What follows belongs to an exercise in optimizing a design on an open flow for small area and a short achievable clock period; a production flow would make more cautious choices.
Function was not checked in any run shown here: the RTL went through the layout flow alone.
Power and IR drop assume default switching activity.

`flow/flow/run.sh`:
```
#!/bin/bash
set -euo pipefail
MARGIN=25.5
bash standard.sh SETUP_SLACK_MARGIN=$MARGIN SETUP_MOVE_SEQUENCE=sizeup,swap SKIP_GATE_CLONING=1 \
  "BUFFER_PORTS_ARGS=-buffer_cell sky130_fd_sc_hd__buf_1" finish > make_finish.log 2>&1
```
`flow/standard.sh`:
```
#!/bin/bash
# synth_recipe.tcl (not shown) runs the flow's synth.tcl, then flattens the netlist and writes it again
# the make line also repeats each setting of config.mk as NAME=value (left out here)
make -C /OpenROAD-flow-scripts/flow DESIGN_CONFIG=/design/flow/config.mk WORK_HOME=/design/flow/orfs CLKGATE_MAP_FILE= SYNTH_SCRIPT=/design/flow/synth_recipe.tcl "${@:-finish}"
```
`flow/config.mk`:
```
export PLATFORM = sky130hd
export DESIGN_NAME = pipeline_sum
export DESIGN_NICKNAME = pipeline_sum
export VERILOG_FILES = /design/flow/design.v
export SDC_FILE = /design/flow/constraint.sdc
export NUM_CORES = 4
export LEC_CHECK = 0
export ABC_AREA = 1
export CAP_MARGIN = 20
export CORE_MARGIN = 2
export CORE_UTILIZATION = 55
export SLEW_MARGIN = 20
```
`flow/constraint.sdc`:
```
create_clock -name core_clock -period 36.0 [get_ports {clk}]
set_input_delay 7.2000 -clock core_clock [delete_from_list [all_inputs] [get_ports {clk}]]
set_output_delay 7.2000 -clock core_clock [all_outputs]
set_load 0.01 [all_outputs]
```
`flow/design.v`:
```
module pipeline_sum (
    input clk,
    input [15:0] a, b,
    output [31:0] r
);
  wire [0:0] s0_r15_t = a[15:15];
  wire s0_r15_hz = ~(|b[15:1]);
  wire [1:0] s0_r15_bo;
  assign s0_r15_bo[0] = 1'b0;
  assign s0_r15_bo[1] = (s0_r15_t[0] ^ b[0]) ? b[0] : s0_r15_bo[0];
  wire s0_r15_q = s0_r15_hz & ~s0_r15_bo[1];
  wire [0:0] s0_r15_d;
  assign s0_r15_d[0] = s0_r15_t[0] ^ (s0_r15_q & (b[0] ^ s0_r15_bo[0]));
  wire [15:0] s0_r15_ra = {s0_r15_d, a[14:0]};
  wire [1:0] s0_r14_t = s0_r15_ra[15:14];
  wire s0_r14_hz = ~(|b[15:2]);
  wire [2:0] s0_r14_bo;
  assign s0_r14_bo[0] = 1'b0;
  assign s0_r14_bo[1] = (s0_r14_t[0] ^ b[0]) ? b[0] : s0_r14_bo[0];
  assign s0_r14_bo[2] = (s0_r14_t[1] ^ b[1]) ? b[1] : s0_r14_bo[1];
  wire s0_r14_q = s0_r14_hz & ~s0_r14_bo[2];
  wire [1:0] s0_r14_d;
  assign s0_r14_d[0] = s0_r14_t[0] ^ (s0_r14_q & (b[0] ^ s0_r14_bo[0]));
  assign s0_r14_d[1] = s0_r14_t[1] ^ (s0_r14_q & (b[1] ^ s0_r14_bo[1]));
  wire [15:0] s0_r14_ra = {s0_r14_d, s0_r15_ra[13:0]};
  wire [2:0] s0_r13_t = s0_r14_ra[15:13];
  wire s0_r13_hz = ~(|b[15:3]);
  wire [3:0] s0_r13_bo;
  assign s0_r13_bo[0] = 1'b0;
  assign s0_r13_bo[1] = (s0_r13_t[0] ^ b[0]) ? b[0] : s0_r13_bo[0];
  assign s0_r13_bo[2] = (s0_r13_t[1] ^ b[1]) ? b[1] : s0_r13_bo[1];
  assign s0_r13_bo[3] = (s0_r13_t[2] ^ b[2]) ? b[2] : s0_r13_bo[2];
  wire s0_r13_q = s0_r13_hz & ~s0_r13_bo[3];
  wire [2:0] s0_r13_d;
  assign s0_r13_d[0] = s0_r13_t[0] ^ (s0_r13_q & (b[0] ^ s0_r13_bo[0]));
  assign s0_r13_d[1] = s0_r13_t[1] ^ (s0_r13_q & (b[1] ^ s0_r13_bo[1]));
  assign s0_r13_d[2] = s0_r13_t[2] ^ (s0_r13_q & (b[2] ^ s0_r13_bo[2]));
  wire [15:0] s0_r13_ra = {s0_r13_d, s0_r14_ra[12:0]};
  reg [15:0] ra_c1;
  reg [15:0] bb_c1;
  reg [2:0] ah_c1;
  reg q15_c1;
  reg q14_c1;
  reg q13_c1;
  always_ff @(posedge clk) begin
    ra_c1 <= s0_r13_ra;
    bb_c1 <= b;
    ah_c1 <= a[15:13];
    q15_c1 <= s0_r15_q;
    q14_c1 <= s0_r14_q;
    q13_c1 <= s0_r13_q;
  end
  wire [3:0] s1_r12_t = ra_c1[15:12];
  wire s1_r12_hz = ~(|bb_c1[15:4]);
  wire [4:0] s1_r12_bo;
  assign s1_r12_bo[0] = 1'b0;
  assign s1_r12_bo[1] = (s1_r12_t[0] ^ bb_c1[0]) ? bb_c1[0] : s1_r12_bo[0];
  assign s1_r12_bo[2] = (s1_r12_t[1] ^ bb_c1[1]) ? bb_c1[1] : s1_r12_bo[1];
  assign s1_r12_bo[3] = (s1_r12_t[2] ^ bb_c1[2]) ? bb_c1[2] : s1_r12_bo[2];
  assign s1_r12_bo[4] = (s1_r12_t[3] ^ bb_c1[3]) ? bb_c1[3] : s1_r12_bo[3];
  wire s1_r12_q = s1_r12_hz & ~s1_r12_bo[4];
  wire [3:0] s1_r12_d;
  assign s1_r12_d[0] = s1_r12_t[0] ^ (s1_r12_q & (bb_c1[0] ^ s1_r12_bo[0]));
  assign s1_r12_d[1] = s1_r12_t[1] ^ (s1_r12_q & (bb_c1[1] ^ s1_r12_bo[1]));
  assign s1_r12_d[2] = s1_r12_t[2] ^ (s1_r12_q & (bb_c1[2] ^ s1_r12_bo[2]));
  assign s1_r12_d[3] = s1_r12_t[3] ^ (s1_r12_q & (bb_c1[3] ^ s1_r12_bo[3]));
  wire [15:0] s1_r12_ra = {s1_r12_d, ra_c1[11:0]};
  wire [4:0] s1_r11_t = s1_r12_ra[15:11];
  wire s1_r11_hz = ~(|bb_c1[15:5]);
  wire [5:0] s1_r11_bo;
  assign s1_r11_bo[0] = 1'b0;
  assign s1_r11_bo[1] = (s1_r11_t[0] ^ bb_c1[0]) ? bb_c1[0] : s1_r11_bo[0];
  assign s1_r11_bo[2] = (s1_r11_t[1] ^ bb_c1[1]) ? bb_c1[1] : s1_r11_bo[1];
  assign s1_r11_bo[3] = (s1_r11_t[2] ^ bb_c1[2]) ? bb_c1[2] : s1_r11_bo[2];
  assign s1_r11_bo[4] = (s1_r11_t[3] ^ bb_c1[3]) ? bb_c1[3] : s1_r11_bo[3];
  assign s1_r11_bo[5] = (s1_r11_t[4] ^ bb_c1[4]) ? bb_c1[4] : s1_r11_bo[4];
  wire s1_r11_q = s1_r11_hz & ~s1_r11_bo[5];
  wire [4:0] s1_r11_d;
  assign s1_r11_d[0] = s1_r11_t[0] ^ (s1_r11_q & (bb_c1[0] ^ s1_r11_bo[0]));
  assign s1_r11_d[1] = s1_r11_t[1] ^ (s1_r11_q & (bb_c1[1] ^ s1_r11_bo[1]));
  assign s1_r11_d[2] = s1_r11_t[2] ^ (s1_r11_q & (bb_c1[2] ^ s1_r11_bo[2]));
  assign s1_r11_d[3] = s1_r11_t[3] ^ (s1_r11_q & (bb_c1[3] ^ s1_r11_bo[3]));
  assign s1_r11_d[4] = s1_r11_t[4] ^ (s1_r11_q & (bb_c1[4] ^ s1_r11_bo[4]));
  wire [15:0] s1_r11_ra = {s1_r11_d, s1_r12_ra[10:0]};
  wire [5:0] s1_r10_t = s1_r11_ra[15:10];
  wire s1_r10_hz = ~(|bb_c1[15:6]);
  wire [6:0] s1_r10_bo;
  assign s1_r10_bo[0] = 1'b0;
  assign s1_r10_bo[1] = (s1_r10_t[0] ^ bb_c1[0]) ? bb_c1[0] : s1_r10_bo[0];
  assign s1_r10_bo[2] = (s1_r10_t[1] ^ bb_c1[1]) ? bb_c1[1] : s1_r10_bo[1];
  assign s1_r10_bo[3] = (s1_r10_t[2] ^ bb_c1[2]) ? bb_c1[2] : s1_r10_bo[2];
  assign s1_r10_bo[4] = (s1_r10_t[3] ^ bb_c1[3]) ? bb_c1[3] : s1_r10_bo[3];
  assign s1_r10_bo[5] = (s1_r10_t[4] ^ bb_c1[4]) ? bb_c1[4] : s1_r10_bo[4];
  assign s1_r10_bo[6] = (s1_r10_t[5] ^ bb_c1[5]) ? bb_c1[5] : s1_r10_bo[5];
  wire s1_r10_q = s1_r10_hz & ~s1_r10_bo[6];
  wire [5:0] s1_r10_d;
  assign s1_r10_d[0] = s1_r10_t[0] ^ (s1_r10_q & (bb_c1[0] ^ s1_r10_bo[0]));
  assign s1_r10_d[1] = s1_r10_t[1] ^ (s1_r10_q & (bb_c1[1] ^ s1_r10_bo[1]));
  assign s1_r10_d[2] = s1_r10_t[2] ^ (s1_r10_q & (bb_c1[2] ^ s1_r10_bo[2]));
  assign s1_r10_d[3] = s1_r10_t[3] ^ (s1_r10_q & (bb_c1[3] ^ s1_r10_bo[3]));
  assign s1_r10_d[4] = s1_r10_t[4] ^ (s1_r10_q & (bb_c1[4] ^ s1_r10_bo[4]));
  assign s1_r10_d[5] = s1_r10_t[5] ^ (s1_r10_q & (bb_c1[5] ^ s1_r10_bo[5]));
  wire [15:0] s1_r10_ra = {s1_r10_d, s1_r11_ra[9:0]};
  wire [6:0] s1_r9_t = s1_r10_ra[15:9];
  wire s1_r9_hz = ~(|bb_c1[15:7]);
  wire [7:0] s1_r9_bo;
  assign s1_r9_bo[0] = 1'b0;
  assign s1_r9_bo[1] = (s1_r9_t[0] ^ bb_c1[0]) ? bb_c1[0] : s1_r9_bo[0];
  assign s1_r9_bo[2] = (s1_r9_t[1] ^ bb_c1[1]) ? bb_c1[1] : s1_r9_bo[1];
  assign s1_r9_bo[3] = (s1_r9_t[2] ^ bb_c1[2]) ? bb_c1[2] : s1_r9_bo[2];
  assign s1_r9_bo[4] = (s1_r9_t[3] ^ bb_c1[3]) ? bb_c1[3] : s1_r9_bo[3];
  assign s1_r9_bo[5] = (s1_r9_t[4] ^ bb_c1[4]) ? bb_c1[4] : s1_r9_bo[4];
  assign s1_r9_bo[6] = (s1_r9_t[5] ^ bb_c1[5]) ? bb_c1[5] : s1_r9_bo[5];
  assign s1_r9_bo[7] = (s1_r9_t[6] ^ bb_c1[6]) ? bb_c1[6] : s1_r9_bo[6];
  wire s1_r9_q = s1_r9_hz & ~s1_r9_bo[7];
  wire [6:0] s1_r9_d;
  assign s1_r9_d[0] = s1_r9_t[0] ^ (s1_r9_q & (bb_c1[0] ^ s1_r9_bo[0]));
  assign s1_r9_d[1] = s1_r9_t[1] ^ (s1_r9_q & (bb_c1[1] ^ s1_r9_bo[1]));
  assign s1_r9_d[2] = s1_r9_t[2] ^ (s1_r9_q & (bb_c1[2] ^ s1_r9_bo[2]));
  assign s1_r9_d[3] = s1_r9_t[3] ^ (s1_r9_q & (bb_c1[3] ^ s1_r9_bo[3]));
  assign s1_r9_d[4] = s1_r9_t[4] ^ (s1_r9_q & (bb_c1[4] ^ s1_r9_bo[4]));
  assign s1_r9_d[5] = s1_r9_t[5] ^ (s1_r9_q & (bb_c1[5] ^ s1_r9_bo[5]));
  assign s1_r9_d[6] = s1_r9_t[6] ^ (s1_r9_q & (bb_c1[6] ^ s1_r9_bo[6]));
  wire [15:0] s1_r9_ra = {s1_r9_d, s1_r10_ra[8:0]};
  wire [7:0] s1_r8_t = s1_r9_ra[15:8];
  wire s1_r8_hz = ~(|bb_c1[15:8]);
  wire [8:0] s1_r8_bo;
  assign s1_r8_bo[0] = 1'b0;
  assign s1_r8_bo[1] = (s1_r8_t[0] ^ bb_c1[0]) ? bb_c1[0] : s1_r8_bo[0];
  assign s1_r8_bo[2] = (s1_r8_t[1] ^ bb_c1[1]) ? bb_c1[1] : s1_r8_bo[1];
  assign s1_r8_bo[3] = (s1_r8_t[2] ^ bb_c1[2]) ? bb_c1[2] : s1_r8_bo[2];
  assign s1_r8_bo[4] = (s1_r8_t[3] ^ bb_c1[3]) ? bb_c1[3] : s1_r8_bo[3];
  assign s1_r8_bo[5] = (s1_r8_t[4] ^ bb_c1[4]) ? bb_c1[4] : s1_r8_bo[4];
  assign s1_r8_bo[6] = (s1_r8_t[5] ^ bb_c1[5]) ? bb_c1[5] : s1_r8_bo[5];
  assign s1_r8_bo[7] = (s1_r8_t[6] ^ bb_c1[6]) ? bb_c1[6] : s1_r8_bo[6];
  assign s1_r8_bo[8] = (s1_r8_t[7] ^ bb_c1[7]) ? bb_c1[7] : s1_r8_bo[7];
  wire s1_r8_q = s1_r8_hz & ~s1_r8_bo[8];
  wire [7:0] s1_r8_d;
  assign s1_r8_d[0] = s1_r8_t[0] ^ (s1_r8_q & (bb_c1[0] ^ s1_r8_bo[0]));
  assign s1_r8_d[1] = s1_r8_t[1] ^ (s1_r8_q & (bb_c1[1] ^ s1_r8_bo[1]));
  assign s1_r8_d[2] = s1_r8_t[2] ^ (s1_r8_q & (bb_c1[2] ^ s1_r8_bo[2]));
  assign s1_r8_d[3] = s1_r8_t[3] ^ (s1_r8_q & (bb_c1[3] ^ s1_r8_bo[3]));
  assign s1_r8_d[4] = s1_r8_t[4] ^ (s1_r8_q & (bb_c1[4] ^ s1_r8_bo[4]));
  assign s1_r8_d[5] = s1_r8_t[5] ^ (s1_r8_q & (bb_c1[5] ^ s1_r8_bo[5]));
  assign s1_r8_d[6] = s1_r8_t[6] ^ (s1_r8_q & (bb_c1[6] ^ s1_r8_bo[6]));
  assign s1_r8_d[7] = s1_r8_t[7] ^ (s1_r8_q & (bb_c1[7] ^ s1_r8_bo[7]));
  wire [15:0] s1_r8_ra = {s1_r8_d, s1_r9_ra[7:0]};
  wire [8:0] s1_r7_t = s1_r8_ra[15:7];
  wire s1_r7_hz = ~(|bb_c1[15:9]);
  wire [9:0] s1_r7_bo;
  assign s1_r7_bo[0] = 1'b0;
  assign s1_r7_bo[1] = (s1_r7_t[0] ^ bb_c1[0]) ? bb_c1[0] : s1_r7_bo[0];
  assign s1_r7_bo[2] = (s1_r7_t[1] ^ bb_c1[1]) ? bb_c1[1] : s1_r7_bo[1];
  assign s1_r7_bo[3] = (s1_r7_t[2] ^ bb_c1[2]) ? bb_c1[2] : s1_r7_bo[2];
  assign s1_r7_bo[4] = (s1_r7_t[3] ^ bb_c1[3]) ? bb_c1[3] : s1_r7_bo[3];
  assign s1_r7_bo[5] = (s1_r7_t[4] ^ bb_c1[4]) ? bb_c1[4] : s1_r7_bo[4];
  assign s1_r7_bo[6] = (s1_r7_t[5] ^ bb_c1[5]) ? bb_c1[5] : s1_r7_bo[5];
  assign s1_r7_bo[7] = (s1_r7_t[6] ^ bb_c1[6]) ? bb_c1[6] : s1_r7_bo[6];
  assign s1_r7_bo[8] = (s1_r7_t[7] ^ bb_c1[7]) ? bb_c1[7] : s1_r7_bo[7];
  assign s1_r7_bo[9] = (s1_r7_t[8] ^ bb_c1[8]) ? bb_c1[8] : s1_r7_bo[8];
  wire s1_r7_q = s1_r7_hz & ~s1_r7_bo[9];
  wire [8:0] s1_r7_d;
  assign s1_r7_d[0] = s1_r7_t[0] ^ (s1_r7_q & (bb_c1[0] ^ s1_r7_bo[0]));
  assign s1_r7_d[1] = s1_r7_t[1] ^ (s1_r7_q & (bb_c1[1] ^ s1_r7_bo[1]));
  assign s1_r7_d[2] = s1_r7_t[2] ^ (s1_r7_q & (bb_c1[2] ^ s1_r7_bo[2]));
  assign s1_r7_d[3] = s1_r7_t[3] ^ (s1_r7_q & (bb_c1[3] ^ s1_r7_bo[3]));
  assign s1_r7_d[4] = s1_r7_t[4] ^ (s1_r7_q & (bb_c1[4] ^ s1_r7_bo[4]));
  assign s1_r7_d[5] = s1_r7_t[5] ^ (s1_r7_q & (bb_c1[5] ^ s1_r7_bo[5]));
  assign s1_r7_d[6] = s1_r7_t[6] ^ (s1_r7_q & (bb_c1[6] ^ s1_r7_bo[6]));
  assign s1_r7_d[7] = s1_r7_t[7] ^ (s1_r7_q & (bb_c1[7] ^ s1_r7_bo[7]));
  assign s1_r7_d[8] = s1_r7_t[8] ^ (s1_r7_q & (bb_c1[8] ^ s1_r7_bo[8]));
  wire [15:0] s1_r7_ra = {s1_r7_d, s1_r8_ra[6:0]};
  wire [9:0] s1_r6_t = s1_r7_ra[15:6];
  wire s1_r6_hz = ~(|bb_c1[15:10]);
  wire [10:0] s1_r6_bo;
  assign s1_r6_bo[0] = 1'b0;
  assign s1_r6_bo[1] = (s1_r6_t[0] ^ bb_c1[0]) ? bb_c1[0] : s1_r6_bo[0];
  assign s1_r6_bo[2] = (s1_r6_t[1] ^ bb_c1[1]) ? bb_c1[1] : s1_r6_bo[1];
  assign s1_r6_bo[3] = (s1_r6_t[2] ^ bb_c1[2]) ? bb_c1[2] : s1_r6_bo[2];
  assign s1_r6_bo[4] = (s1_r6_t[3] ^ bb_c1[3]) ? bb_c1[3] : s1_r6_bo[3];
  assign s1_r6_bo[5] = (s1_r6_t[4] ^ bb_c1[4]) ? bb_c1[4] : s1_r6_bo[4];
  assign s1_r6_bo[6] = (s1_r6_t[5] ^ bb_c1[5]) ? bb_c1[5] : s1_r6_bo[5];
  assign s1_r6_bo[7] = (s1_r6_t[6] ^ bb_c1[6]) ? bb_c1[6] : s1_r6_bo[6];
  assign s1_r6_bo[8] = (s1_r6_t[7] ^ bb_c1[7]) ? bb_c1[7] : s1_r6_bo[7];
  assign s1_r6_bo[9] = (s1_r6_t[8] ^ bb_c1[8]) ? bb_c1[8] : s1_r6_bo[8];
  assign s1_r6_bo[10] = (s1_r6_t[9] ^ bb_c1[9]) ? bb_c1[9] : s1_r6_bo[9];
  wire s1_r6_q = s1_r6_hz & ~s1_r6_bo[10];
  wire [9:0] s1_r6_d;
  assign s1_r6_d[0] = s1_r6_t[0] ^ (s1_r6_q & (bb_c1[0] ^ s1_r6_bo[0]));
  assign s1_r6_d[1] = s1_r6_t[1] ^ (s1_r6_q & (bb_c1[1] ^ s1_r6_bo[1]));
  assign s1_r6_d[2] = s1_r6_t[2] ^ (s1_r6_q & (bb_c1[2] ^ s1_r6_bo[2]));
  assign s1_r6_d[3] = s1_r6_t[3] ^ (s1_r6_q & (bb_c1[3] ^ s1_r6_bo[3]));
  assign s1_r6_d[4] = s1_r6_t[4] ^ (s1_r6_q & (bb_c1[4] ^ s1_r6_bo[4]));
  assign s1_r6_d[5] = s1_r6_t[5] ^ (s1_r6_q & (bb_c1[5] ^ s1_r6_bo[5]));
  assign s1_r6_d[6] = s1_r6_t[6] ^ (s1_r6_q & (bb_c1[6] ^ s1_r6_bo[6]));
  assign s1_r6_d[7] = s1_r6_t[7] ^ (s1_r6_q & (bb_c1[7] ^ s1_r6_bo[7]));
  assign s1_r6_d[8] = s1_r6_t[8] ^ (s1_r6_q & (bb_c1[8] ^ s1_r6_bo[8]));
  assign s1_r6_d[9] = s1_r6_t[9] ^ (s1_r6_q & (bb_c1[9] ^ s1_r6_bo[9]));
  wire [15:0] s1_r6_ra = {s1_r6_d, s1_r7_ra[5:0]};
  wire [10:0] s1_r5_t = s1_r6_ra[15:5];
  wire s1_r5_hz = ~(|bb_c1[15:11]);
  wire [11:0] s1_r5_bo;
  assign s1_r5_bo[0] = 1'b0;
  assign s1_r5_bo[1] = (s1_r5_t[0] ^ bb_c1[0]) ? bb_c1[0] : s1_r5_bo[0];
  assign s1_r5_bo[2] = (s1_r5_t[1] ^ bb_c1[1]) ? bb_c1[1] : s1_r5_bo[1];
  assign s1_r5_bo[3] = (s1_r5_t[2] ^ bb_c1[2]) ? bb_c1[2] : s1_r5_bo[2];
  assign s1_r5_bo[4] = (s1_r5_t[3] ^ bb_c1[3]) ? bb_c1[3] : s1_r5_bo[3];
  assign s1_r5_bo[5] = (s1_r5_t[4] ^ bb_c1[4]) ? bb_c1[4] : s1_r5_bo[4];
  assign s1_r5_bo[6] = (s1_r5_t[5] ^ bb_c1[5]) ? bb_c1[5] : s1_r5_bo[5];
  assign s1_r5_bo[7] = (s1_r5_t[6] ^ bb_c1[6]) ? bb_c1[6] : s1_r5_bo[6];
  assign s1_r5_bo[8] = (s1_r5_t[7] ^ bb_c1[7]) ? bb_c1[7] : s1_r5_bo[7];
  assign s1_r5_bo[9] = (s1_r5_t[8] ^ bb_c1[8]) ? bb_c1[8] : s1_r5_bo[8];
  assign s1_r5_bo[10] = (s1_r5_t[9] ^ bb_c1[9]) ? bb_c1[9] : s1_r5_bo[9];
  assign s1_r5_bo[11] = (s1_r5_t[10] ^ bb_c1[10]) ? bb_c1[10] : s1_r5_bo[10];
  wire s1_r5_q = s1_r5_hz & ~s1_r5_bo[11];
  wire [10:0] s1_r5_d;
  assign s1_r5_d[0] = s1_r5_t[0] ^ (s1_r5_q & (bb_c1[0] ^ s1_r5_bo[0]));
  assign s1_r5_d[1] = s1_r5_t[1] ^ (s1_r5_q & (bb_c1[1] ^ s1_r5_bo[1]));
  assign s1_r5_d[2] = s1_r5_t[2] ^ (s1_r5_q & (bb_c1[2] ^ s1_r5_bo[2]));
  assign s1_r5_d[3] = s1_r5_t[3] ^ (s1_r5_q & (bb_c1[3] ^ s1_r5_bo[3]));
  assign s1_r5_d[4] = s1_r5_t[4] ^ (s1_r5_q & (bb_c1[4] ^ s1_r5_bo[4]));
  assign s1_r5_d[5] = s1_r5_t[5] ^ (s1_r5_q & (bb_c1[5] ^ s1_r5_bo[5]));
  assign s1_r5_d[6] = s1_r5_t[6] ^ (s1_r5_q & (bb_c1[6] ^ s1_r5_bo[6]));
  assign s1_r5_d[7] = s1_r5_t[7] ^ (s1_r5_q & (bb_c1[7] ^ s1_r5_bo[7]));
  assign s1_r5_d[8] = s1_r5_t[8] ^ (s1_r5_q & (bb_c1[8] ^ s1_r5_bo[8]));
  assign s1_r5_d[9] = s1_r5_t[9] ^ (s1_r5_q & (bb_c1[9] ^ s1_r5_bo[9]));
  assign s1_r5_d[10] = s1_r5_t[10] ^ (s1_r5_q & (bb_c1[10] ^ s1_r5_bo[10]));
  wire [15:0] s1_r5_ra = {s1_r5_d, s1_r6_ra[4:0]};
  reg [15:0] ra_c2;
  reg [15:0] bb_c2;
  reg [10:0] ah_c2;
  reg q15_c2;
  reg q14_c2;
  reg q13_c2;
  reg q12_c2;
  reg q11_c2;
  reg q10_c2;
  reg q9_c2;
  reg q8_c2;
  reg q7_c2;
  reg q6_c2;
  reg q5_c2;
  always_ff @(posedge clk) begin
    ra_c2 <= s1_r5_ra;
    bb_c2 <= bb_c1;
    ah_c2 <= {ah_c1, ra_c1[12:5]};
    q15_c2 <= q15_c1;
    q14_c2 <= q14_c1;
    q13_c2 <= q13_c1;
    q12_c2 <= s1_r12_q;
    q11_c2 <= s1_r11_q;
    q10_c2 <= s1_r10_q;
    q9_c2 <= s1_r9_q;
    q8_c2 <= s1_r8_q;
    q7_c2 <= s1_r7_q;
    q6_c2 <= s1_r6_q;
    q5_c2 <= s1_r5_q;
  end
  wire [15:0] xa = {ah_c2, ra_c2[4:0]};
  wire [15:0] sh = (bb_c2[15:4] == 12'd0) ? (xa << bb_c2[3:0]) : 16'd0;
  wire [17:0] xs = {2'b0, xa | bb_c2} + {2'b0, xa ^ bb_c2} + {2'b0, sh};
  wire [17:0] ym2 = xs + {1'b0, 1'b0, q15_c2, q14_c2, q13_c2, q12_c2, q11_c2, q10_c2, q9_c2, q8_c2, q7_c2, q6_c2, q5_c2, 1'b0, 1'b0, 1'b0, 1'b0, 1'b0};
  wire [11:0] s2_r4_t = ra_c2[15:4];
  wire s2_r4_hz = ~(|bb_c2[15:12]);
  wire [12:0] s2_r4_bo;
  assign s2_r4_bo[0] = 1'b0;
  assign s2_r4_bo[1] = (s2_r4_t[0] ^ bb_c2[0]) ? bb_c2[0] : s2_r4_bo[0];
  assign s2_r4_bo[2] = (s2_r4_t[1] ^ bb_c2[1]) ? bb_c2[1] : s2_r4_bo[1];
  assign s2_r4_bo[3] = (s2_r4_t[2] ^ bb_c2[2]) ? bb_c2[2] : s2_r4_bo[2];
  assign s2_r4_bo[4] = (s2_r4_t[3] ^ bb_c2[3]) ? bb_c2[3] : s2_r4_bo[3];
  assign s2_r4_bo[5] = (s2_r4_t[4] ^ bb_c2[4]) ? bb_c2[4] : s2_r4_bo[4];
  assign s2_r4_bo[6] = (s2_r4_t[5] ^ bb_c2[5]) ? bb_c2[5] : s2_r4_bo[5];
  assign s2_r4_bo[7] = (s2_r4_t[6] ^ bb_c2[6]) ? bb_c2[6] : s2_r4_bo[6];
  assign s2_r4_bo[8] = (s2_r4_t[7] ^ bb_c2[7]) ? bb_c2[7] : s2_r4_bo[7];
  assign s2_r4_bo[9] = (s2_r4_t[8] ^ bb_c2[8]) ? bb_c2[8] : s2_r4_bo[8];
  assign s2_r4_bo[10] = (s2_r4_t[9] ^ bb_c2[9]) ? bb_c2[9] : s2_r4_bo[9];
  assign s2_r4_bo[11] = (s2_r4_t[10] ^ bb_c2[10]) ? bb_c2[10] : s2_r4_bo[10];
  assign s2_r4_bo[12] = (s2_r4_t[11] ^ bb_c2[11]) ? bb_c2[11] : s2_r4_bo[11];
  wire s2_r4_q = s2_r4_hz & ~s2_r4_bo[12];
  wire [11:0] s2_r4_d;
  assign s2_r4_d[0] = s2_r4_t[0] ^ (s2_r4_q & (bb_c2[0] ^ s2_r4_bo[0]));
  assign s2_r4_d[1] = s2_r4_t[1] ^ (s2_r4_q & (bb_c2[1] ^ s2_r4_bo[1]));
  assign s2_r4_d[2] = s2_r4_t[2] ^ (s2_r4_q & (bb_c2[2] ^ s2_r4_bo[2]));
  assign s2_r4_d[3] = s2_r4_t[3] ^ (s2_r4_q & (bb_c2[3] ^ s2_r4_bo[3]));
  assign s2_r4_d[4] = s2_r4_t[4] ^ (s2_r4_q & (bb_c2[4] ^ s2_r4_bo[4]));
  assign s2_r4_d[5] = s2_r4_t[5] ^ (s2_r4_q & (bb_c2[5] ^ s2_r4_bo[5]));
  assign s2_r4_d[6] = s2_r4_t[6] ^ (s2_r4_q & (bb_c2[6] ^ s2_r4_bo[6]));
  assign s2_r4_d[7] = s2_r4_t[7] ^ (s2_r4_q & (bb_c2[7] ^ s2_r4_bo[7]));
  assign s2_r4_d[8] = s2_r4_t[8] ^ (s2_r4_q & (bb_c2[8] ^ s2_r4_bo[8]));
  assign s2_r4_d[9] = s2_r4_t[9] ^ (s2_r4_q & (bb_c2[9] ^ s2_r4_bo[9]));
  assign s2_r4_d[10] = s2_r4_t[10] ^ (s2_r4_q & (bb_c2[10] ^ s2_r4_bo[10]));
  assign s2_r4_d[11] = s2_r4_t[11] ^ (s2_r4_q & (bb_c2[11] ^ s2_r4_bo[11]));
  wire [15:0] s2_r4_ra = {s2_r4_d, ra_c2[3:0]};
  wire [12:0] s2_r3_t = s2_r4_ra[15:3];
  wire s2_r3_hz = ~(|bb_c2[15:13]);
  wire [13:0] s2_r3_bo;
  assign s2_r3_bo[0] = 1'b0;
  assign s2_r3_bo[1] = (s2_r3_t[0] ^ bb_c2[0]) ? bb_c2[0] : s2_r3_bo[0];
  assign s2_r3_bo[2] = (s2_r3_t[1] ^ bb_c2[1]) ? bb_c2[1] : s2_r3_bo[1];
  assign s2_r3_bo[3] = (s2_r3_t[2] ^ bb_c2[2]) ? bb_c2[2] : s2_r3_bo[2];
  assign s2_r3_bo[4] = (s2_r3_t[3] ^ bb_c2[3]) ? bb_c2[3] : s2_r3_bo[3];
  assign s2_r3_bo[5] = (s2_r3_t[4] ^ bb_c2[4]) ? bb_c2[4] : s2_r3_bo[4];
  assign s2_r3_bo[6] = (s2_r3_t[5] ^ bb_c2[5]) ? bb_c2[5] : s2_r3_bo[5];
  assign s2_r3_bo[7] = (s2_r3_t[6] ^ bb_c2[6]) ? bb_c2[6] : s2_r3_bo[6];
  assign s2_r3_bo[8] = (s2_r3_t[7] ^ bb_c2[7]) ? bb_c2[7] : s2_r3_bo[7];
  assign s2_r3_bo[9] = (s2_r3_t[8] ^ bb_c2[8]) ? bb_c2[8] : s2_r3_bo[8];
  assign s2_r3_bo[10] = (s2_r3_t[9] ^ bb_c2[9]) ? bb_c2[9] : s2_r3_bo[9];
  assign s2_r3_bo[11] = (s2_r3_t[10] ^ bb_c2[10]) ? bb_c2[10] : s2_r3_bo[10];
  assign s2_r3_bo[12] = (s2_r3_t[11] ^ bb_c2[11]) ? bb_c2[11] : s2_r3_bo[11];
  assign s2_r3_bo[13] = (s2_r3_t[12] ^ bb_c2[12]) ? bb_c2[12] : s2_r3_bo[12];
  wire s2_r3_q = s2_r3_hz & ~s2_r3_bo[13];
  wire [12:0] s2_r3_d;
  assign s2_r3_d[0] = s2_r3_t[0] ^ (s2_r3_q & (bb_c2[0] ^ s2_r3_bo[0]));
  assign s2_r3_d[1] = s2_r3_t[1] ^ (s2_r3_q & (bb_c2[1] ^ s2_r3_bo[1]));
  assign s2_r3_d[2] = s2_r3_t[2] ^ (s2_r3_q & (bb_c2[2] ^ s2_r3_bo[2]));
  assign s2_r3_d[3] = s2_r3_t[3] ^ (s2_r3_q & (bb_c2[3] ^ s2_r3_bo[3]));
  assign s2_r3_d[4] = s2_r3_t[4] ^ (s2_r3_q & (bb_c2[4] ^ s2_r3_bo[4]));
  assign s2_r3_d[5] = s2_r3_t[5] ^ (s2_r3_q & (bb_c2[5] ^ s2_r3_bo[5]));
  assign s2_r3_d[6] = s2_r3_t[6] ^ (s2_r3_q & (bb_c2[6] ^ s2_r3_bo[6]));
  assign s2_r3_d[7] = s2_r3_t[7] ^ (s2_r3_q & (bb_c2[7] ^ s2_r3_bo[7]));
  assign s2_r3_d[8] = s2_r3_t[8] ^ (s2_r3_q & (bb_c2[8] ^ s2_r3_bo[8]));
  assign s2_r3_d[9] = s2_r3_t[9] ^ (s2_r3_q & (bb_c2[9] ^ s2_r3_bo[9]));
  assign s2_r3_d[10] = s2_r3_t[10] ^ (s2_r3_q & (bb_c2[10] ^ s2_r3_bo[10]));
  assign s2_r3_d[11] = s2_r3_t[11] ^ (s2_r3_q & (bb_c2[11] ^ s2_r3_bo[11]));
  assign s2_r3_d[12] = s2_r3_t[12] ^ (s2_r3_q & (bb_c2[12] ^ s2_r3_bo[12]));
  wire [15:0] s2_r3_ra = {s2_r3_d, s2_r4_ra[2:0]};
  wire [13:0] s2_r2_t = s2_r3_ra[15:2];
  wire s2_r2_hz = ~(|bb_c2[15:14]);
  wire [14:0] s2_r2_bo;
  assign s2_r2_bo[0] = 1'b0;
  assign s2_r2_bo[1] = (s2_r2_t[0] ^ bb_c2[0]) ? bb_c2[0] : s2_r2_bo[0];
  assign s2_r2_bo[2] = (s2_r2_t[1] ^ bb_c2[1]) ? bb_c2[1] : s2_r2_bo[1];
  assign s2_r2_bo[3] = (s2_r2_t[2] ^ bb_c2[2]) ? bb_c2[2] : s2_r2_bo[2];
  assign s2_r2_bo[4] = (s2_r2_t[3] ^ bb_c2[3]) ? bb_c2[3] : s2_r2_bo[3];
  assign s2_r2_bo[5] = (s2_r2_t[4] ^ bb_c2[4]) ? bb_c2[4] : s2_r2_bo[4];
  assign s2_r2_bo[6] = (s2_r2_t[5] ^ bb_c2[5]) ? bb_c2[5] : s2_r2_bo[5];
  assign s2_r2_bo[7] = (s2_r2_t[6] ^ bb_c2[6]) ? bb_c2[6] : s2_r2_bo[6];
  assign s2_r2_bo[8] = (s2_r2_t[7] ^ bb_c2[7]) ? bb_c2[7] : s2_r2_bo[7];
  assign s2_r2_bo[9] = (s2_r2_t[8] ^ bb_c2[8]) ? bb_c2[8] : s2_r2_bo[8];
  assign s2_r2_bo[10] = (s2_r2_t[9] ^ bb_c2[9]) ? bb_c2[9] : s2_r2_bo[9];
  assign s2_r2_bo[11] = (s2_r2_t[10] ^ bb_c2[10]) ? bb_c2[10] : s2_r2_bo[10];
  assign s2_r2_bo[12] = (s2_r2_t[11] ^ bb_c2[11]) ? bb_c2[11] : s2_r2_bo[11];
  assign s2_r2_bo[13] = (s2_r2_t[12] ^ bb_c2[12]) ? bb_c2[12] : s2_r2_bo[12];
  assign s2_r2_bo[14] = (s2_r2_t[13] ^ bb_c2[13]) ? bb_c2[13] : s2_r2_bo[13];
  wire [14:7] s2_r2_s_gu;
  assign s2_r2_s_gu[7] = 1'b0;
  assign s2_r2_s_gu[8] = (s2_r2_t[7] ^ bb_c2[7]) ? bb_c2[7] : s2_r2_s_gu[7];
  assign s2_r2_s_gu[9] = (s2_r2_t[8] ^ bb_c2[8]) ? bb_c2[8] : s2_r2_s_gu[8];
  assign s2_r2_s_gu[10] = (s2_r2_t[9] ^ bb_c2[9]) ? bb_c2[9] : s2_r2_s_gu[9];
  assign s2_r2_s_gu[11] = (s2_r2_t[10] ^ bb_c2[10]) ? bb_c2[10] : s2_r2_s_gu[10];
  assign s2_r2_s_gu[12] = (s2_r2_t[11] ^ bb_c2[11]) ? bb_c2[11] : s2_r2_s_gu[11];
  assign s2_r2_s_gu[13] = (s2_r2_t[12] ^ bb_c2[12]) ? bb_c2[12] : s2_r2_s_gu[12];
  assign s2_r2_s_gu[14] = (s2_r2_t[13] ^ bb_c2[13]) ? bb_c2[13] : s2_r2_s_gu[13];
  wire s2_r2_s_pu = ~(|(s2_r2_t[13:7] ^ {bb_c2[13], bb_c2[12], bb_c2[11], bb_c2[10], bb_c2[9], bb_c2[8], bb_c2[7]}));
  wire s2_r2_bf = s2_r2_s_gu[14] | (s2_r2_s_pu & s2_r2_bo[7]);
  wire s2_r2_q = s2_r2_hz & ~s2_r2_bf;
  wire [13:0] s2_r2_d;
  assign s2_r2_d[0] = s2_r2_t[0] ^ (s2_r2_q & (bb_c2[0] ^ s2_r2_bo[0]));
  assign s2_r2_d[1] = s2_r2_t[1] ^ (s2_r2_q & (bb_c2[1] ^ s2_r2_bo[1]));
  assign s2_r2_d[2] = s2_r2_t[2] ^ (s2_r2_q & (bb_c2[2] ^ s2_r2_bo[2]));
  assign s2_r2_d[3] = s2_r2_t[3] ^ (s2_r2_q & (bb_c2[3] ^ s2_r2_bo[3]));
  assign s2_r2_d[4] = s2_r2_t[4] ^ (s2_r2_q & (bb_c2[4] ^ s2_r2_bo[4]));
  assign s2_r2_d[5] = s2_r2_t[5] ^ (s2_r2_q & (bb_c2[5] ^ s2_r2_bo[5]));
  assign s2_r2_d[6] = s2_r2_t[6] ^ (s2_r2_q & (bb_c2[6] ^ s2_r2_bo[6]));
  assign s2_r2_d[7] = s2_r2_t[7] ^ (s2_r2_q & (bb_c2[7] ^ s2_r2_bo[7]));
  assign s2_r2_d[8] = s2_r2_t[8] ^ (s2_r2_q & (bb_c2[8] ^ s2_r2_bo[8]));
  assign s2_r2_d[9] = s2_r2_t[9] ^ (s2_r2_q & (bb_c2[9] ^ s2_r2_bo[9]));
  assign s2_r2_d[10] = s2_r2_t[10] ^ (s2_r2_q & (bb_c2[10] ^ s2_r2_bo[10]));
  assign s2_r2_d[11] = s2_r2_t[11] ^ (s2_r2_q & (bb_c2[11] ^ s2_r2_bo[11]));
  assign s2_r2_d[12] = s2_r2_t[12] ^ (s2_r2_q & (bb_c2[12] ^ s2_r2_bo[12]));
  assign s2_r2_d[13] = s2_r2_t[13] ^ (s2_r2_q & (bb_c2[13] ^ s2_r2_bo[13]));
  wire [15:0] s2_r2_ra = {s2_r2_d, s2_r3_ra[1:0]};
  wire [15:0] s2_x4_t = s2_r2_ra;
  wire [17:0] s2_x4_b1 = {2'b0, bb_c2};
  wire [17:0] s2_x4_b2 = {1'b0, bb_c2, 1'b0};
  wire [17:0] s2_x4_b3 = s2_x4_b1 + s2_x4_b2;
  wire [16:0] s2_x4_c1;
  assign s2_x4_c1[0] = 1'b0;
  assign s2_x4_c1[1] = (s2_x4_t[0] ^ s2_x4_b1[0]) ? s2_x4_b1[0] : s2_x4_c1[0];
  assign s2_x4_c1[2] = (s2_x4_t[1] ^ s2_x4_b1[1]) ? s2_x4_b1[1] : s2_x4_c1[1];
  assign s2_x4_c1[3] = (s2_x4_t[2] ^ s2_x4_b1[2]) ? s2_x4_b1[2] : s2_x4_c1[2];
  assign s2_x4_c1[4] = (s2_x4_t[3] ^ s2_x4_b1[3]) ? s2_x4_b1[3] : s2_x4_c1[3];
  assign s2_x4_c1[5] = (s2_x4_t[4] ^ s2_x4_b1[4]) ? s2_x4_b1[4] : s2_x4_c1[4];
  assign s2_x4_c1[6] = (s2_x4_t[5] ^ s2_x4_b1[5]) ? s2_x4_b1[5] : s2_x4_c1[5];
  assign s2_x4_c1[7] = (s2_x4_t[6] ^ s2_x4_b1[6]) ? s2_x4_b1[6] : s2_x4_c1[6];
  assign s2_x4_c1[8] = (s2_x4_t[7] ^ s2_x4_b1[7]) ? s2_x4_b1[7] : s2_x4_c1[7];
  assign s2_x4_c1[9] = (s2_x4_t[8] ^ s2_x4_b1[8]) ? s2_x4_b1[8] : s2_x4_c1[8];
  assign s2_x4_c1[10] = (s2_x4_t[9] ^ s2_x4_b1[9]) ? s2_x4_b1[9] : s2_x4_c1[9];
  assign s2_x4_c1[11] = (s2_x4_t[10] ^ s2_x4_b1[10]) ? s2_x4_b1[10] : s2_x4_c1[10];
  assign s2_x4_c1[12] = (s2_x4_t[11] ^ s2_x4_b1[11]) ? s2_x4_b1[11] : s2_x4_c1[11];
  assign s2_x4_c1[13] = (s2_x4_t[12] ^ s2_x4_b1[12]) ? s2_x4_b1[12] : s2_x4_c1[12];
  assign s2_x4_c1[14] = (s2_x4_t[13] ^ s2_x4_b1[13]) ? s2_x4_b1[13] : s2_x4_c1[13];
  assign s2_x4_c1[15] = (s2_x4_t[14] ^ s2_x4_b1[14]) ? s2_x4_b1[14] : s2_x4_c1[14];
  assign s2_x4_c1[16] = (s2_x4_t[15] ^ s2_x4_b1[15]) ? s2_x4_b1[15] : s2_x4_c1[15];
  wire [16:8] s2_x4_k1_gu;
  assign s2_x4_k1_gu[8] = 1'b0;
  assign s2_x4_k1_gu[9] = (s2_x4_t[8] ^ s2_x4_b1[8]) ? s2_x4_b1[8] : s2_x4_k1_gu[8];
  assign s2_x4_k1_gu[10] = (s2_x4_t[9] ^ s2_x4_b1[9]) ? s2_x4_b1[9] : s2_x4_k1_gu[9];
  assign s2_x4_k1_gu[11] = (s2_x4_t[10] ^ s2_x4_b1[10]) ? s2_x4_b1[10] : s2_x4_k1_gu[10];
  assign s2_x4_k1_gu[12] = (s2_x4_t[11] ^ s2_x4_b1[11]) ? s2_x4_b1[11] : s2_x4_k1_gu[11];
  assign s2_x4_k1_gu[13] = (s2_x4_t[12] ^ s2_x4_b1[12]) ? s2_x4_b1[12] : s2_x4_k1_gu[12];
  assign s2_x4_k1_gu[14] = (s2_x4_t[13] ^ s2_x4_b1[13]) ? s2_x4_b1[13] : s2_x4_k1_gu[13];
  assign s2_x4_k1_gu[15] = (s2_x4_t[14] ^ s2_x4_b1[14]) ? s2_x4_b1[14] : s2_x4_k1_gu[14];
  assign s2_x4_k1_gu[16] = (s2_x4_t[15] ^ s2_x4_b1[15]) ? s2_x4_b1[15] : s2_x4_k1_gu[15];
  wire s2_x4_k1_pu = ~(|(s2_x4_t[15:8] ^ {s2_x4_b1[15], s2_x4_b1[14], s2_x4_b1[13], s2_x4_b1[12], s2_x4_b1[11], s2_x4_b1[10], s2_x4_b1[9], s2_x4_b1[8]}));
  wire s2_x4_ge1 = ~(|s2_x4_b1[17:16]) & ~(s2_x4_k1_gu[16] | (s2_x4_k1_pu & s2_x4_c1[8]));
  wire [16:0] s2_x4_c2;
  assign s2_x4_c2[0] = 1'b0;
  assign s2_x4_c2[1] = (s2_x4_t[0] ^ s2_x4_b2[0]) ? s2_x4_b2[0] : s2_x4_c2[0];
  assign s2_x4_c2[2] = (s2_x4_t[1] ^ s2_x4_b2[1]) ? s2_x4_b2[1] : s2_x4_c2[1];
  assign s2_x4_c2[3] = (s2_x4_t[2] ^ s2_x4_b2[2]) ? s2_x4_b2[2] : s2_x4_c2[2];
  assign s2_x4_c2[4] = (s2_x4_t[3] ^ s2_x4_b2[3]) ? s2_x4_b2[3] : s2_x4_c2[3];
  assign s2_x4_c2[5] = (s2_x4_t[4] ^ s2_x4_b2[4]) ? s2_x4_b2[4] : s2_x4_c2[4];
  assign s2_x4_c2[6] = (s2_x4_t[5] ^ s2_x4_b2[5]) ? s2_x4_b2[5] : s2_x4_c2[5];
  assign s2_x4_c2[7] = (s2_x4_t[6] ^ s2_x4_b2[6]) ? s2_x4_b2[6] : s2_x4_c2[6];
  assign s2_x4_c2[8] = (s2_x4_t[7] ^ s2_x4_b2[7]) ? s2_x4_b2[7] : s2_x4_c2[7];
  assign s2_x4_c2[9] = (s2_x4_t[8] ^ s2_x4_b2[8]) ? s2_x4_b2[8] : s2_x4_c2[8];
  assign s2_x4_c2[10] = (s2_x4_t[9] ^ s2_x4_b2[9]) ? s2_x4_b2[9] : s2_x4_c2[9];
  assign s2_x4_c2[11] = (s2_x4_t[10] ^ s2_x4_b2[10]) ? s2_x4_b2[10] : s2_x4_c2[10];
  assign s2_x4_c2[12] = (s2_x4_t[11] ^ s2_x4_b2[11]) ? s2_x4_b2[11] : s2_x4_c2[11];
  assign s2_x4_c2[13] = (s2_x4_t[12] ^ s2_x4_b2[12]) ? s2_x4_b2[12] : s2_x4_c2[12];
  assign s2_x4_c2[14] = (s2_x4_t[13] ^ s2_x4_b2[13]) ? s2_x4_b2[13] : s2_x4_c2[13];
  assign s2_x4_c2[15] = (s2_x4_t[14] ^ s2_x4_b2[14]) ? s2_x4_b2[14] : s2_x4_c2[14];
  assign s2_x4_c2[16] = (s2_x4_t[15] ^ s2_x4_b2[15]) ? s2_x4_b2[15] : s2_x4_c2[15];
  wire [16:8] s2_x4_k2_gu;
  assign s2_x4_k2_gu[8] = 1'b0;
  assign s2_x4_k2_gu[9] = (s2_x4_t[8] ^ s2_x4_b2[8]) ? s2_x4_b2[8] : s2_x4_k2_gu[8];
  assign s2_x4_k2_gu[10] = (s2_x4_t[9] ^ s2_x4_b2[9]) ? s2_x4_b2[9] : s2_x4_k2_gu[9];
  assign s2_x4_k2_gu[11] = (s2_x4_t[10] ^ s2_x4_b2[10]) ? s2_x4_b2[10] : s2_x4_k2_gu[10];
  assign s2_x4_k2_gu[12] = (s2_x4_t[11] ^ s2_x4_b2[11]) ? s2_x4_b2[11] : s2_x4_k2_gu[11];
  assign s2_x4_k2_gu[13] = (s2_x4_t[12] ^ s2_x4_b2[12]) ? s2_x4_b2[12] : s2_x4_k2_gu[12];
  assign s2_x4_k2_gu[14] = (s2_x4_t[13] ^ s2_x4_b2[13]) ? s2_x4_b2[13] : s2_x4_k2_gu[13];
  assign s2_x4_k2_gu[15] = (s2_x4_t[14] ^ s2_x4_b2[14]) ? s2_x4_b2[14] : s2_x4_k2_gu[14];
  assign s2_x4_k2_gu[16] = (s2_x4_t[15] ^ s2_x4_b2[15]) ? s2_x4_b2[15] : s2_x4_k2_gu[15];
  wire s2_x4_k2_pu = ~(|(s2_x4_t[15:8] ^ {s2_x4_b2[15], s2_x4_b2[14], s2_x4_b2[13], s2_x4_b2[12], s2_x4_b2[11], s2_x4_b2[10], s2_x4_b2[9], s2_x4_b2[8]}));
  wire s2_x4_ge2 = ~(|s2_x4_b2[17:16]) & ~(s2_x4_k2_gu[16] | (s2_x4_k2_pu & s2_x4_c2[8]));
  wire [16:0] s2_x4_c3;
  assign s2_x4_c3[0] = 1'b0;
  assign s2_x4_c3[1] = (s2_x4_t[0] ^ s2_x4_b3[0]) ? s2_x4_b3[0] : s2_x4_c3[0];
  assign s2_x4_c3[2] = (s2_x4_t[1] ^ s2_x4_b3[1]) ? s2_x4_b3[1] : s2_x4_c3[1];
  assign s2_x4_c3[3] = (s2_x4_t[2] ^ s2_x4_b3[2]) ? s2_x4_b3[2] : s2_x4_c3[2];
  assign s2_x4_c3[4] = (s2_x4_t[3] ^ s2_x4_b3[3]) ? s2_x4_b3[3] : s2_x4_c3[3];
  assign s2_x4_c3[5] = (s2_x4_t[4] ^ s2_x4_b3[4]) ? s2_x4_b3[4] : s2_x4_c3[4];
  assign s2_x4_c3[6] = (s2_x4_t[5] ^ s2_x4_b3[5]) ? s2_x4_b3[5] : s2_x4_c3[5];
  assign s2_x4_c3[7] = (s2_x4_t[6] ^ s2_x4_b3[6]) ? s2_x4_b3[6] : s2_x4_c3[6];
  assign s2_x4_c3[8] = (s2_x4_t[7] ^ s2_x4_b3[7]) ? s2_x4_b3[7] : s2_x4_c3[7];
  assign s2_x4_c3[9] = (s2_x4_t[8] ^ s2_x4_b3[8]) ? s2_x4_b3[8] : s2_x4_c3[8];
  assign s2_x4_c3[10] = (s2_x4_t[9] ^ s2_x4_b3[9]) ? s2_x4_b3[9] : s2_x4_c3[9];
  assign s2_x4_c3[11] = (s2_x4_t[10] ^ s2_x4_b3[10]) ? s2_x4_b3[10] : s2_x4_c3[10];
  assign s2_x4_c3[12] = (s2_x4_t[11] ^ s2_x4_b3[11]) ? s2_x4_b3[11] : s2_x4_c3[11];
  assign s2_x4_c3[13] = (s2_x4_t[12] ^ s2_x4_b3[12]) ? s2_x4_b3[12] : s2_x4_c3[12];
  assign s2_x4_c3[14] = (s2_x4_t[13] ^ s2_x4_b3[13]) ? s2_x4_b3[13] : s2_x4_c3[13];
  assign s2_x4_c3[15] = (s2_x4_t[14] ^ s2_x4_b3[14]) ? s2_x4_b3[14] : s2_x4_c3[14];
  assign s2_x4_c3[16] = (s2_x4_t[15] ^ s2_x4_b3[15]) ? s2_x4_b3[15] : s2_x4_c3[15];
  wire [16:8] s2_x4_k3_gu;
  assign s2_x4_k3_gu[8] = 1'b0;
  assign s2_x4_k3_gu[9] = (s2_x4_t[8] ^ s2_x4_b3[8]) ? s2_x4_b3[8] : s2_x4_k3_gu[8];
  assign s2_x4_k3_gu[10] = (s2_x4_t[9] ^ s2_x4_b3[9]) ? s2_x4_b3[9] : s2_x4_k3_gu[9];
  assign s2_x4_k3_gu[11] = (s2_x4_t[10] ^ s2_x4_b3[10]) ? s2_x4_b3[10] : s2_x4_k3_gu[10];
  assign s2_x4_k3_gu[12] = (s2_x4_t[11] ^ s2_x4_b3[11]) ? s2_x4_b3[11] : s2_x4_k3_gu[11];
  assign s2_x4_k3_gu[13] = (s2_x4_t[12] ^ s2_x4_b3[12]) ? s2_x4_b3[12] : s2_x4_k3_gu[12];
  assign s2_x4_k3_gu[14] = (s2_x4_t[13] ^ s2_x4_b3[13]) ? s2_x4_b3[13] : s2_x4_k3_gu[13];
  assign s2_x4_k3_gu[15] = (s2_x4_t[14] ^ s2_x4_b3[14]) ? s2_x4_b3[14] : s2_x4_k3_gu[14];
  assign s2_x4_k3_gu[16] = (s2_x4_t[15] ^ s2_x4_b3[15]) ? s2_x4_b3[15] : s2_x4_k3_gu[15];
  wire s2_x4_k3_pu = ~(|(s2_x4_t[15:8] ^ {s2_x4_b3[15], s2_x4_b3[14], s2_x4_b3[13], s2_x4_b3[12], s2_x4_b3[11], s2_x4_b3[10], s2_x4_b3[9], s2_x4_b3[8]}));
  wire s2_x4_ge3 = ~(|s2_x4_b3[17:16]) & ~(s2_x4_k3_gu[16] | (s2_x4_k3_pu & s2_x4_c3[8]));
  wire s2_x4_q1 = s2_x4_ge2;
  wire s2_x4_q0 = s2_x4_q1 ? s2_x4_ge3 : s2_x4_ge1;
  wire [6:0] ml = {1'b0, ym2[5:0]} + {1'b0, 1'b0, s2_r4_q, s2_r3_q, s2_r2_q, 1'b0, 1'b0};
  wire lc1 = ml[0] & s2_x4_q0;
  wire lc2 = (ml[1] & s2_x4_q1) | ((ml[1] | s2_x4_q1) & lc1);
  wire [6:0] lo7;
  assign lo7[0] = ml[0] ^ s2_x4_q0;
  assign lo7[1] = ml[1] ^ s2_x4_q1 ^ lc1;
  assign lo7[2] = ml[2] ^ (lc2 & (1'b1));
  assign lo7[3] = ml[3] ^ (lc2 & (&ml[2:2]));
  assign lo7[4] = ml[4] ^ (lc2 & (&ml[3:2]));
  assign lo7[5] = ml[5] ^ (lc2 & (&ml[4:2]));
  assign lo7[6] = ml[6] ^ (lc2 & (&ml[5:2]));
  wire [11:0] h0 = ym2[17:6];
  reg [6:0] lo_c3;
  reg [11:0] hi_c3;
  always_ff @(posedge clk) begin
    lo_c3 <= lo7;
    hi_c3 <= h0;
  end
  wire [11:0] hs = hi_c3 + {11'd0, lo_c3[6]};
  assign r = {14'd0, hs, lo_c3[5:0]};
endmodule
```
==> flow_metrics.tcl, run 1 <==
set metrics [dict create \
    core_area_mm2 0.02089 \
    path_class "reg2reg" \
    grt_pass1_vias 9349 \
    drt_iter0_drc 470 \
    die_h_um 149.5 \
    drc_errors 0 \
    ys.flop_type "dfxtp_1" \
    power.leakage_nw 6.209 \
    wl_per_cell_um 13.91 \
    tns_ps 0 \
    cts_tree "built" \
    reg2reg_to "lo_c3[5]" \
    syn-cell-area_mm2 0.01165 \
    ys_seq_elements 111 \
    io_buffers 50 \
    htree_levels 3 \
    holdPathStages 0 \
    endpoint_kind "flop" \
    slew_headroom_pct 46.20 \
    synth_top_cells_by_count "433 x nand2_1, 221 x inv_1, 143 x nand3_1" \
    cts.path.max_buffers 2 \
    grt-ovfl-total 0 \
    cpMostUsedCell "nand2_2" \
    critPathMaxFanout 23 \
    synth_most_common_cell "nand2_1" \
    cts_made_buffers 9 \
    yosys.area.top_type "dfxtp_1" \
    path_clk_slew_ps 90 \
    hold_viol 0 \
    seqPwrFrac_pct 34.4 \
    post-cts-setup-buffers 0 \
    max-cap-violations 0 \
    fmax_ghz 0.09589 \
    crit_buf_inv 4 \
    postCtsHoldBufs 0 \
    ys.warnings.count 1 \
    fp.dieArea_mm2 0.02236 \
    synth_edf_count 0 \
    slew_viol_final 0 \
    ys_seq_area_share_pct 19.07 \
    placedCellCount 1990 \
    route.vias.total 10210 \
    worstSkewPairLatency_ps 370 \
    synthArstFlopShare_pct 0 \
    post-route-period-util_pct 28.97 \
    worstPathArrival_ps 10690 \
    design.portCount 65 \
    worstHoldPathType "reg2reg" \
    ant_nets 0 \
    drt-vias-per-instance 5.088 \
    die_width_um 149.5 \
    gp_congestion 0.9144 \
    setup_violations 0 \
    r2r-start "bb_c2[1]" \
    critPathMaxStageDelay_ps 440 \
    synth_cells 1701 \
    start_util_pct 55.77 \
    finalInstanceArea_mm2 0.01248 \
    worstMarginPinSlew_ps 804.1 \
    syn_to_final_growth_pct 7.153 \
    layout_min_cycle_time_ps 10430 \
    skew_ps 16.17 \
    whs_endpoint "ah_c2[8]" \
    gr-usage-met2_pct 44.86 \
    routed_wl_mm 27.90 \
    finalNonFillerCells 2006 \
    grt_pass1_wl_mm 45.30 \
    worst_setup_path_start_kind "flop" \
    p_per_area_mw_per_mm2 34.99 \
    p_sw_mw 0.1804 \
    rows 53 \
    grt_max_degree 30 \
    dr.pass1.iters 8 \
    cp_slowest_cell "dfxtp_4" \
    intPower_mw 0.2563 \
    grtUsageTotal_pct 25.50 \
    diodes 0 \
    cts.sinks 111 \
    power_mw 0.4367 \
    holdCritStartpoint "ah_c1[0]" \
    reg2reg_depth 83 \
    syn_area_per_cell_um2 6.849 \
    met1_usage_pct 32.72 \
    busiest_layer "met2" \
    rsz0062_at_grt "true" \
    synthDistinctLibCells 61 \
    rrSetupSlack_ps 25570 \
    nNetsFinal 1861 \
    netlist.area_leader.share_pct 19.07 \
    met3_usage_pct 3.445 \
    placed_area_mm2 0.01181 \
    layout-drive-gt1-share_pct 15.08 \
    synthTopCellsByArea "dfxtp_1 19%, nand2_1 14%, ha_1 7.7%, xor2_1 7.4%, inv_1 7.1%" \
    holdWs_ps 332.9 \
    share_comb_of_total_power_pct 40.9 \
    status "no timing/DRC/antenna violations" \
    clock-root-buffer "clkbuf_16" \
    p_clk_share_pct 24.8 \
    irDropWorstVdd_v 0.00003210 \
    antenna_found_initial 0 \
    cp_top_family "simple AND/OR/NAND/NOR gates" \
    dp_hpwl_mm 22.64 \
    worstPathRequired_ps 36260 \
    sw_frac_of_total_pct 41.31 \
]
[repair_timing]
action,in CTS,in global routing
gates resized for setup,29,56
setup endpoints to repair,7,18
pin swaps,4,13
[through the flow]
stage	utilization (%)	setup WS [ps]
after floorplan	-	26440
after global placement	56.50	24670
after detailed placement	56.54	24310
after CTS	58.72	25520
after global routing	59.76	24670
final	59.76	25570
[cells in the final DEF, fill, tap and decap left out, types with 11 or more instances in the layout]
cell type,netlist,layout
a21oi_1,51,46
a21oi_2,10,11
buf_1,1,50
clkinv_1,15,15
conb_1,1,14
dfxtp_1,111,106
fa_1,30,29
ha_1,72,71
inv_1,221,218
inv_2,26,26
nand2_1,433,413
nand2_2,70,89
nand2_4,12,12
nand3_1,143,134
nand3_2,18,24
nand3b_1,16,16
nand4_1,32,32
nor2_1,89,83
o21ai_0,68,66
o21ai_1,11,11
xnor2_1,17,17
xor2_1,98,93
xor2_2,9,13
[metal layers]
layer  share of wire, %  routed length [um]
met5                  0                   0
met4                2.5                 699
met3                4.3                1208
met2                 48               13290
met1                 46               12690
[cell type report]
type,count,area (um^2)
fillers,2090,8406
multi-input cells,1284,8320
clock inverters,7,96.34
repair buffers,55,225.2
clock buffers,9,225.2
flip-flops and latches,111,2231
well taps,275,344.1
inverters,265,1041
[worst max path at each step]
stage,from,end,slack [ps],cells past startpoint
finish,bb_c2[1],lo_c3[5],25570,83
global route,bb_c2[1],lo_c3[6],24670,86
CTS,bb_c2[1],lo_c3[5],25520,83
detailed placement,bb_c2[1],lo_c3[5],24310,78
global placement,bb_c2[1],lo_c3[5],24670,78
floorplan,bb_c2[1],lo_c3[5],26440,82
[power groups by stage]
| stage | clock [mW] | sequential, mW | combinational, mW |
|---|---|---|---|
| CTS | 0.111 | 0.150 | 0.174 |
| finish | 0.108 | 0.150 | 0.178 |
| detailed placement | 0 | 0.153 | 0.171 |
| global placement | 0 | 0.153 | 0.169 |
| global route | 0.116 | 0.152 | 0.203 |
| floorplan | 0 | 0.148 | 0.145 |
[flip-flops by register name (all words and copies together), names as in the netlist, 3 cells and up]
signal and count:
ah_c2 11, ra_c2 16, bb_c1 16, bb_c2 16
lo_c3 7, hi_c3 12, ah_c1 3, ra_c1 16
[kinds of logic (layout without fill, tap and decap cells)]
group	count (synthesis)	in the layout	share of synthesized area [%]
simple gates	865	865	35.70
other cells	1	14	0.03219
compound gates	169	169	8.323
flops	111	111	19.07
buf+inv	319	336	12.56
mux	2	2	0.1718
fa+ha+maj	104	104	13.07
xor+xnor	130	130	11.07
==> run 2, diff against run 1 <==
--- a/flow/design.v
+++ b/flow/design.v
@@ -342,18 +342,7 @@
   assign s2_r2_bo[12] = (s2_r2_t[11] ^ bb_c2[11]) ? bb_c2[11] : s2_r2_bo[11];
   assign s2_r2_bo[13] = (s2_r2_t[12] ^ bb_c2[12]) ? bb_c2[12] : s2_r2_bo[12];
   assign s2_r2_bo[14] = (s2_r2_t[13] ^ bb_c2[13]) ? bb_c2[13] : s2_r2_bo[13];
-  wire [14:7] s2_r2_s_gu;
-  assign s2_r2_s_gu[7] = 1'b0;
-  assign s2_r2_s_gu[8] = (s2_r2_t[7] ^ bb_c2[7]) ? bb_c2[7] : s2_r2_s_gu[7];
-  assign s2_r2_s_gu[9] = (s2_r2_t[8] ^ bb_c2[8]) ? bb_c2[8] : s2_r2_s_gu[8];
-  assign s2_r2_s_gu[10] = (s2_r2_t[9] ^ bb_c2[9]) ? bb_c2[9] : s2_r2_s_gu[9];
-  assign s2_r2_s_gu[11] = (s2_r2_t[10] ^ bb_c2[10]) ? bb_c2[10] : s2_r2_s_gu[10];
-  assign s2_r2_s_gu[12] = (s2_r2_t[11] ^ bb_c2[11]) ? bb_c2[11] : s2_r2_s_gu[11];
-  assign s2_r2_s_gu[13] = (s2_r2_t[12] ^ bb_c2[12]) ? bb_c2[12] : s2_r2_s_gu[12];
-  assign s2_r2_s_gu[14] = (s2_r2_t[13] ^ bb_c2[13]) ? bb_c2[13] : s2_r2_s_gu[13];
-  wire s2_r2_s_pu = ~(|(s2_r2_t[13:7] ^ {bb_c2[13], bb_c2[12], bb_c2[11], bb_c2[10], bb_c2[9], bb_c2[8], bb_c2[7]}));
-  wire s2_r2_bf = s2_r2_s_gu[14] | (s2_r2_s_pu & s2_r2_bo[7]);
-  wire s2_r2_q = s2_r2_hz & ~s2_r2_bf;
+  wire s2_r2_q = s2_r2_hz & ~s2_r2_bo[14];
   wire [13:0] s2_r2_d;
   assign s2_r2_d[0] = s2_r2_t[0] ^ (s2_r2_q & (bb_c2[0] ^ s2_r2_bo[0]));
   assign s2_r2_d[1] = s2_r2_t[1] ^ (s2_r2_q & (bb_c2[1] ^ s2_r2_bo[1]));
==> flow_metrics.tcl, run 2 <==
set metrics [dict create \
    status "no timing/DRC/antenna violations" \
    cp_top_family "simple AND/OR/NAND/NOR gates" \
    p_per_area_mw_per_mm2 34.46 \
    tns_ps 0 \
    setup_violations 0 \
    layout_min_cycle_time_ps 10360 \
    skew_ps 20.32 \
    syn_area_per_cell_um2 6.889 \
    worstMarginPinSlew_ps 838.5 \
    wl_per_cell_um 14.04 \
    ys_seq_elements 111 \
    fp.dieArea_mm2 0.02343 \
    critPathMaxStageDelay_ps 400 \
    max-cap-violations 0 \
    die_h_um 153.1 \
    netlist.area_leader.share_pct 18.18 \
    cts_made_buffers 9 \
    final_cell_mix "442 x nand2_1, 231 x inv_1, 122 x nand3_1, 109 x nand2_2, 103 x dfxtp_1" \
    clock-root-buffer "clkbuf_16" \
    syn-cell-area_mm2 0.01222 \
    syn_to_final_growth_pct 6.799 \
    core_area_mm2 0.02182 \
    grt_max_degree 30 \
    io_buffers 50 \
    dp_slack_ps 24850 \
    rsz0062_at_grt "true" \
    worstPathArrival_ps 10610 \
    grtUsageTotal_pct 25.81 \
    cts_tree "built" \
    fin_ws_ps 25640 \
    slew_viol_final 0 \
    synth_most_common_cell "nand2_1" \
    grt_pass1_vias 10030 \
    worstHoldPathType "reg2reg" \
    dr.pass1.iters 5 \
    worstPathRequired_ps 36250 \
    cp_slowest_cell "fa_2" \
    drc_errors 0 \
    critPathMaxFanout 22 \
    cts.path.max_buffers 2 \
    crit_buf_inv 9 \
    gp_congestion 0.9122 \
    power.leakage_nw 6.614 \
    synthArstFlopShare_pct 0 \
    cts.sinks 111 \
    slew_headroom_pct 43.90 \
    design.portCount 65 \
    grt-ovfl-total 0 \
    layout-drive-gt1-share_pct 17.96 \
    synth_edf_count 0 \
    worst_setup_path_start_kind "flop" \
    worstSkewPairLatency_ps 370 \
    ys.warnings.count 1 \
    ys_seq_area_share_pct 18.18 \
    hold_viol 0 \
    ant_nets 0 \
    htree_levels 3 \
    synth_top_cells_by_count "455 x nand2_1, 232 x inv_1, 123 x nand3_1" \
    route.vias.total 10510 \
    fmax_ghz 0.09650 \
    path_class "reg2reg" \
    yosys.area.top_type "dfxtp_1" \
    dp_hpwl_mm 24.13 \
    synthDistinctLibCells 71 \
    routed_wl_mm 29.27 \
    die_width_um 153.1 \
    post-route-period-util_pct 28.78 \
    synth_cells 1774 \
    post-cts-setup-buffers 0 \
    nNetsFinal 1933 \
    final_common_cell "nand2_1" \
    endpoint_kind "flop" \
    antenna_found_initial 2 \
    grt_pass1_wl_mm 49.31 \
    drt-vias-per-instance 5.041 \
    cpMostUsedCell "nand2_2" \
    start_util_pct 56.00 \
    synthTopCellsByArea "dfxtp_1 18%, nand2_1 14%, xor2_1 7.5%, ha_1 7.3%, inv_1 7.1%" \
    path_clk_slew_ps 90 \
    rows 54 \
    ys.flop_type "dfxtp_1" \
    drt_iter0_drc 470 \
    irDropWorstVdd_v 0.00002233 \
]
==> run 2: what timing repair did <==
item                                    CTS  global route
pin swaps                                 1            35
hold buffers                              0             0
endpoints found under the setup margin    6            18
resized for setup                         8            72
==> run 2: cell type report <==
type / count / area [um^2]
Multi-Input combinational cell: 1335 / 8736
Inverter: 288 / 1159
Clock buffer: 9 / 225.2
Fill cell: 2110 / 8772
Timing Repair Buffer: 54 / 242.7
Tap cell: 280 / 350.3
Clock inverter: 7 / 101.3
Antenna cell: 1 / 2.502
Sequential cell: 111 / 2235
==> run 2: cell families after synthesis <==
kind of cell             synth area share (%)
flip-flops                              18.18
AND/OR/NAND/NOR                         37.82
XOR/XNOR                                10.84
AO/OA/AOI/OAI                           7.658
other                                 0.03069
multiplexers                           0.1638
adder cells (fa/ha/maj)                 12.36
buffers and inverters                   12.94
==> run 2: through the flow <==
stage | hold slack, ps | instances | util [%] | power, mW | instance area (um^2)
floorplan | 309.6 | 1787 | - | 0.3035 | 12270
finish | 334.7 | 2085 | 59.80 | 0.4497 | 13050
detailed placement | 312.1 | 2068 | 56.72 | 0.3380 | 12380
CTS | 335.7 | 2084 | 58.36 | 0.4486 | 12740
global placement | 311.1 | 2068 | 56.71 | 0.3359 | 12380
global route | 342.1 | 2084 | 59.79 | 0.4860 | 13050
==> run 2: metal layers <==
layer | vias up | wire length, um | global-route usage, %
met3 | 32 | 1251 | 4.026
met4 | 2 | 694 | 8.025
met2 | 195 | 14110 | 45.51
met5 | - | 13 | 0
li1 | 5536 | - | -
met1 | 4745 | 13200 | 32.34
==> run 2: power breakdown <==
group          leakage [nW]  internal, mW  switching [mW]  total, mW
registers             0.931         0.138          0.0122      0.150
clock network         0.157        0.0516          0.0574      0.109
logic                  5.53        0.0711           0.119      0.190
==> run 2: worst paths after layout <==
check / start / end / slack [ps] / cells after the start
max reg2reg: bb_c2[1] / lo_c3[5] / 25640 / 103
max: bb_c2[1] / lo_c3[5] / 25640 / 103
min reg2reg: ra_c1[4] / ra_c2[4] / 330 / 0
min: ra_c1[4] / ra_c2[4] / 330 / 0
==> run 2: worst register-to-register path, delay by kind of cell, from the launching register on <==
family / cells / cell delay [ps]
xor gates and xnor gates: 3 / 490
AOI/OAI and AO/OA: 12 / 2040
adders and majority gates: 4 / 1010
DFF: 1 / 340
buffers and inverters: 9 / 720
and+or+nand+nor: 75 / 5600

separate check: timing with driven ports:
The flow's constraints put no driver on any port. The routed layouts listed below were extracted and timed again, unchanged, in two steps.
Step 1 sets driving cells, clkbuf_16 on the clock port and buf_2 on the other inputs (assumed; they add their load-dependent delay and slew).
Step 2 also shifts input and output timing later by t, the mid clock arrival at the registers, as if the neighbouring blocks saw the same clock.
Slacks: ideal ports / drivers / drivers and shift; pairs: ideal ports / drivers.
run	t (ns)	setup slack, ns	hold WS [ns]
run 1	0.418	25.571 / 25.571 / 25.571	0.333 / 0.333 / 0.333
run 2	0.413	25.638 / 25.638 / 25.638	0.335 / 0.335 / 0.335
After both steps setup and hold are still met in every run listed.
